Context: an optimization exercise on an open-source flow, tuned for small area. The choices shown serve that exercise and are no tape-out recipe. Function was checked by simulation only, so behaviour that the tests miss may differ from the original. Power figures rest on the tool's default switching activity, not on a simulated workload.

Setup of run 1:
Design mnemonic_device, start of the top module:
module mnemonic_device(
    input wire clk,
    input wire reset,
    input wire switch,
    input wire change_but,
    output wire sequence_o,
    output wire sequence_oe
    );
export LEC_CHECK = 0
export CAP_MARGIN = 10
export CORE_MARGIN = 2
export CORE_UTILIZATION = 65
export GPL_TIMING_DRIVEN = 0
export PLACE_DENSITY = 0.75
export SLEW_MARGIN = 10
export SYNTH_HIERARCHICAL = 1
create_clock -name core_clock -period 6.5 [get_ports {clk}]
standard.sh (not shown) runs the stock make flow with config.mk's settings and CLKGATE_MAP_FILE= SYNTH_SCRIPT=/design/flow/synth_recipe.tcl, a recipe that flattens the netlist after the stock synthesis.
==> flow/flow/run.sh <==
#!/bin/bash
# Own flow: the standard layout (standard.sh, unchanged synthesis), with
# clock tree synthesis set to insert no dummy loads and to cluster more
# flip-flops on each clock buffer. ORFS writes each step's full log under
# orfs/logs/; make's own output goes to standard.log.
set -o pipefail
export CTS_ARGS="-sink_clustering_enable -repair_clock_nets -dont_use_dummy_load -buf_list {sky130_fd_sc_hd__clkbuf_8} -sink_clustering_size 18 -sink_clustering_max_diameter 45"
bash standard.sh > standard.log 2>&1
### run 1 -> run 2
Settings: a change of CAP_MARGIN from 10 to 20; a change of SLEW_MARGIN from 10 to 20; a deleted GPL_TIMING_DRIVEN that had been 0.
==> flow/flow/run.sh <==
#!/bin/bash
# Own flow: the standard layout (standard.sh, unchanged synthesis), with
# clock tree synthesis set to insert no dummy loads and to cluster more
# flip-flops on each clock buffer. ORFS writes each step's full log under
# orfs/logs/; make's own output goes to standard.log.
set -o pipefail
export CTS_ARGS="-sink_clustering_enable -repair_clock_nets -dont_use_dummy_load -buf_list {sky130_fd_sc_hd__clkbuf_16} -sink_clustering_size 30 -sink_clustering_max_diameter 60"
bash standard.sh > standard.log 2>&1
Comparing run 2 and run 1, the higher part of the power in the clock network is on run 2. Cell area after layout went down slightly going from run 1 to run 2. Worst hold slack delta for run 2 relative to run 1: 7.6 ps lower.
--- input diff run 2..run 3 ---
Settings: GPL_TIMING_DRIVEN now 0, previously not set.
==> flow/flow/run.sh <==
#!/bin/bash
# Own flow: the standard layout (standard.sh, unchanged synthesis), with
#  - clock tree synthesis set to insert no dummy loads and to cluster more
#    flip-flops on each clock buffer;
#  - a hook before the post-placement repair that sizes up the drivers of
#    nets with many loads (upsize.tcl).
# ORFS writes each step's full log under orfs/logs/; make's output goes to
# standard.log.
set -o pipefail
here=$(cd "$(dirname "$0")" && pwd)
export CTS_ARGS="-sink_clustering_enable -repair_clock_nets -dont_use_dummy_load -buf_list {sky130_fd_sc_hd__clkbuf_8} -sink_clustering_size 18 -sink_clustering_max_diameter 45"
export PRE_RESIZE_TCL="$here/upsize.tcl"
bash standard.sh > standard.log 2>&1
==> flow/flow/upsize.tcl (new file) <==
# Before repair_design: give the drivers of nets with many loads a stronger
# cell of the same function, so that repair_design does not split those nets
# with large buffers.
set db [ord::get_db]
set block [ord::get_db_block]
set n 0
foreach net [$block getNets] {
  if {[$net getSigType] ne "SIGNAL"} continue
  set loads 0
  set drv ""
  foreach it [$net getITerms] {
    if {[$it isOutputSignal]} {
      set drv $it
    } elseif {[$it isInputSignal]} {
      incr loads
    }
  }
  if {$drv eq "" || $loads < 12} continue
  set inst [$drv getInst]
  set m [[$inst getMaster] getName]
  if {![regexp {^sky130_fd_sc_hd__([a-z0-9]+)_([0-9]+)$} $m -> base sz]} continue
  if {[regexp {^(df|edf|sdf|dl|clk|conb)} $base]} continue
  set want [expr {$loads >= 20 ? 4 : 2}]
  foreach cand [list $want 4 2] {
    if {$cand <= $sz} continue
    set nm sky130_fd_sc_hd__${base}_$cand
    if {[$db findMaster $nm] ne "NULL"} {
      replace_cell [$inst getName] $nm
      incr n
      break
    }
  }
}
puts "upsize.tcl: upsized $n drivers"
Results
The final layout from run 3, which completed every stage, passed the timing, DRC and antenna checks at the end of the flow.
Comparing run 2 against run 3, there is no change at all in max-capacitance violation count.
Looking only at met2 layer wire length in the routed design, and setting everything else aside, the higher value of run 3 and run 2 goes to run 2.
When run 3 is measured against run 2, its minimum hold slack turns out 8.2 ps higher.
For critical-path maximum fanout, run 3 and run 2 come out practically identical.
Between run 2 and run 3, average vias per placed instance decreased.
The wire length of the first global-routing pass on run 2 is in line with that on run 3.
Relative to run 2, run 3 improves iteration-0 DRC count of the detailed router.
Summary of run 3 over run 2: power density over the cells shrank by 3.5 nW/µm², synthesis-to-finish area growth -1.6 points.
The run with more routed wire is run 3, not run 2.
> inputs changed (run 3 -> run 4)
==> flow/flow/run.sh <==
#!/bin/bash
# Own flow: the standard layout (standard.sh, unchanged synthesis), with
# clock tree synthesis set to insert no dummy loads and to cluster more
# flip-flops on each clock buffer. ORFS writes each step's full log under
# orfs/logs/; make's own output goes to standard.log.
set -o pipefail
export CTS_ARGS="-sink_clustering_enable -repair_clock_nets -dont_use_dummy_load -buf_list {sky130_fd_sc_hd__clkbuf_8} -sink_clustering_size 18 -sink_clustering_max_diameter 45"
bash standard.sh > standard.log 2>&1
removed: flow/flow/upsize.tcl
## What came out
- Taking run 3 as the reference, in run 4 placed standard-cell area shows an increase of about 3.5%; overall power of the completed layout stayed essentially flat; wire length of the first global-routing pass now larger.
- Run 4 ended up with entry[24].q[15] as its capturing element of the worst setup path; run 3 ended up with entry[5].q[15].
--- input diff run 4..run 5 ---
Settings: GPL_TIMING_DRIVEN no longer set, was 0.
## What came out
- Combinational group power (run 5 / run 4): 0.845
- met5 as the highest metal layer with signal wires was reported by run 4, and met4 by run 5.
- Run 5: flow completed, timing, DRC and antenna clean
- Diff run 4 -> run 5: final worst setup slack climbed 990 ps; number of fillers in the final layout now larger.
- Run 5 vs run 4 — post-route cell area dropped by a few percent
- Changes observed in run 5 relative to run 4: maximum frequency went up by 19%; standby leakage power now sits lower; cell count after synthesis flat; via total after detailed routing saw a decrease; number of cells after detailed placement roughly the same.
- Looking at run 4 and run 5, the via count of the first global-routing pass is a wash.

========
## pine
The RTL this note starts from:
==> flow/design.v <==
module mnemonic_device(
    input wire clk,
    input wire reset,
    input wire switch,
    input wire change_but,
    output wire sequence_o,
    output wire sequence_oe
    );
    parameter WIDTH = 16;
    reg [WIDTH-1:0] count_clks;
    reg [5:0] count_regs;
    reg [5:0] sequence_count;    
    reg previous_state;
    reg send_sequence;
    reg sequence_holder;
    wire transition = previous_state != change_but;
    wire playing = sequence_count != count_regs;    
    wire seq_zero = sequence_count == 6'd0;
    wire [4:0] addr = switch ? count_regs[4:0] : sequence_count[4:0];
    wire [31:0] sel = 32'd1 << addr;
    wire [WIDTH-1:0] mem_q [0:31];
    reg  [WIDTH-1:0] rd;
    integer j;
    always @(*) begin
        rd = {WIDTH{1'b0}};
        for (j = 0; j < 32; j = j + 1)
            rd = rd | (mem_q[j] & {WIDTH{sel[j]}});
    end
    wire rd_nz  = |rd;
    wire rd_gt1 = |rd[WIDTH-1:1];
    wire dec = rd_gt1 | (seq_zero & rd[0]);
    wire [WIDTH-1:0] wdata = switch ? count_clks : rd - 1'b1;
    wire wen = switch ? (transition & ~count_regs[5]) : (playing & dec);
    genvar k;
    generate
        for (k = 0; k < 32; k = k + 1) begin : entry
            reg [WIDTH-1:0] q;
            always @(posedge clk)
                if (wen & sel[k]) q <= wdata;
            assign mem_q[k] = q;
        end
    endgenerate
    always @(posedge clk) begin
        if (reset) begin
            previous_state <= 1'b0;
            count_clks <= {WIDTH{1'b0}};
            count_regs <= 6'd0;
            sequence_count <= 6'd0;
            sequence_holder <= 1'b0;
            send_sequence <= 1'b0;
        end else if (switch) begin
            send_sequence <= 1'b0;
            if (transition) begin
                previous_state <= change_but;
                if (~count_regs[5])
                    count_regs <= count_regs + 1'b1;
                count_clks <= {{(WIDTH-1){1'b0}}, 1'b1};
            end else begin
                count_clks <= count_clks + 1'b1;
            end
        end else if (playing) begin
            if (~dec) begin
                sequence_count <= sequence_count + 1'b1;
                sequence_holder <= ~sequence_holder;
            end
            if (seq_zero & rd_nz)
                send_sequence <= 1'b1;
        end else begin
            send_sequence <= 1'b0;
            count_regs <= 6'd0;
            sequence_count <= 6'd0;
        end
    end
    assign sequence_o = send_sequence & sequence_holder;
    assign sequence_oe = send_sequence;
endmodule
Settings: LEC_CHECK=0, CAP_MARGIN=0, CORE_MARGIN=2, CORE_UTILIZATION=40, CTS_BUF_LIST=sky130_fd_sc_hd__clkbuf_4, GPL_TIMING_DRIVEN=0, PLACE_DENSITY=0.6, SLEW_MARGIN=0; clock period 6.5 ns.
run.sh (not shown) runs the stock make flow with config.mk's settings and CLKGATE_MAP_FILE= SYNTH_SCRIPT=/design/flow/synth_recipe.tcl, a recipe that flattens the netlist after the stock synthesis.
Stock flow here: none of the scripts above is used.
STATUS run=pine STAGES=ALL_DONE FINAL_CHECKS=FAILED CAUSE=max-capacitance violations, max-slew violations, negative setup slack
## Diff of input files: maple against pine
- CAP_MARGIN: 0 -> 20
- GPL_TIMING_DRIVEN: 0 -> unset
- SLEW_MARGIN: 0 -> 20
- CTS_BUF_LIST: sky130_fd_sc_hd__clkbuf_4 -> unset
--- outcome ---
maple completed end to end with timing, DRC and antenna clean.
On post-synthesis to final-layout area growth, pine tracks maple almost exactly.
Diff maple and pine: first-iteration DRC count lower in maple
Clock network latency to the later pin of the worst-skew pair for maple is lower than for pine.

separate check: timing with driven ports:
The results above use ideal ports. As a check the final layouts listed here were re-extracted and re-timed, cells and wires unchanged.
Step 1 assumes that a clkbuf_16 drives the clock port and a buf_2 every other input.
Step 2 also shifts input and output timing later by t, the mid clock arrival at the registers, as if the neighbouring blocks saw the same clock.
Three values: ideal ports, drivers, drivers and shift; two values: the first two.
run | shift t [ns] | setup WS [ns] | worst setup path after step 2 | clock arrival spread, ns
run 1 | 0.609 | 0.259 / 0.281 / -0.328 | input to register | 0.054 / 0.054
run 2 | 0.613 | 1.266 / 1.287 / 0.675 | input to register | 0.051 / 0.051
run 3 | 0.611 | 0.527 / 0.553 / -0.058 | input to register | 0.046 / 0.046
run 4 | 0.621 | 0.257 / 0.284 / -0.337 | input to register | 0.073 / 0.072
run 5 | 0.599 | 1.251 / 1.268 / 0.670 | input to register | 0.052 / 0.053
pine | 1.053 | -0.096 / -0.070 / -1.123 | input to register | 0.057 / 0.058
maple | 0.669 | 0.910 / 0.945 / 0.276 | input to register | 0.024 / 0.024
Met with ideal ports but missed after step 2: setup timing in run 1, run 3 and run 4. For pine, which loses most, drivers alone change the setup slack by +0.026 ns; drivers and shift together by -1.027 ns.
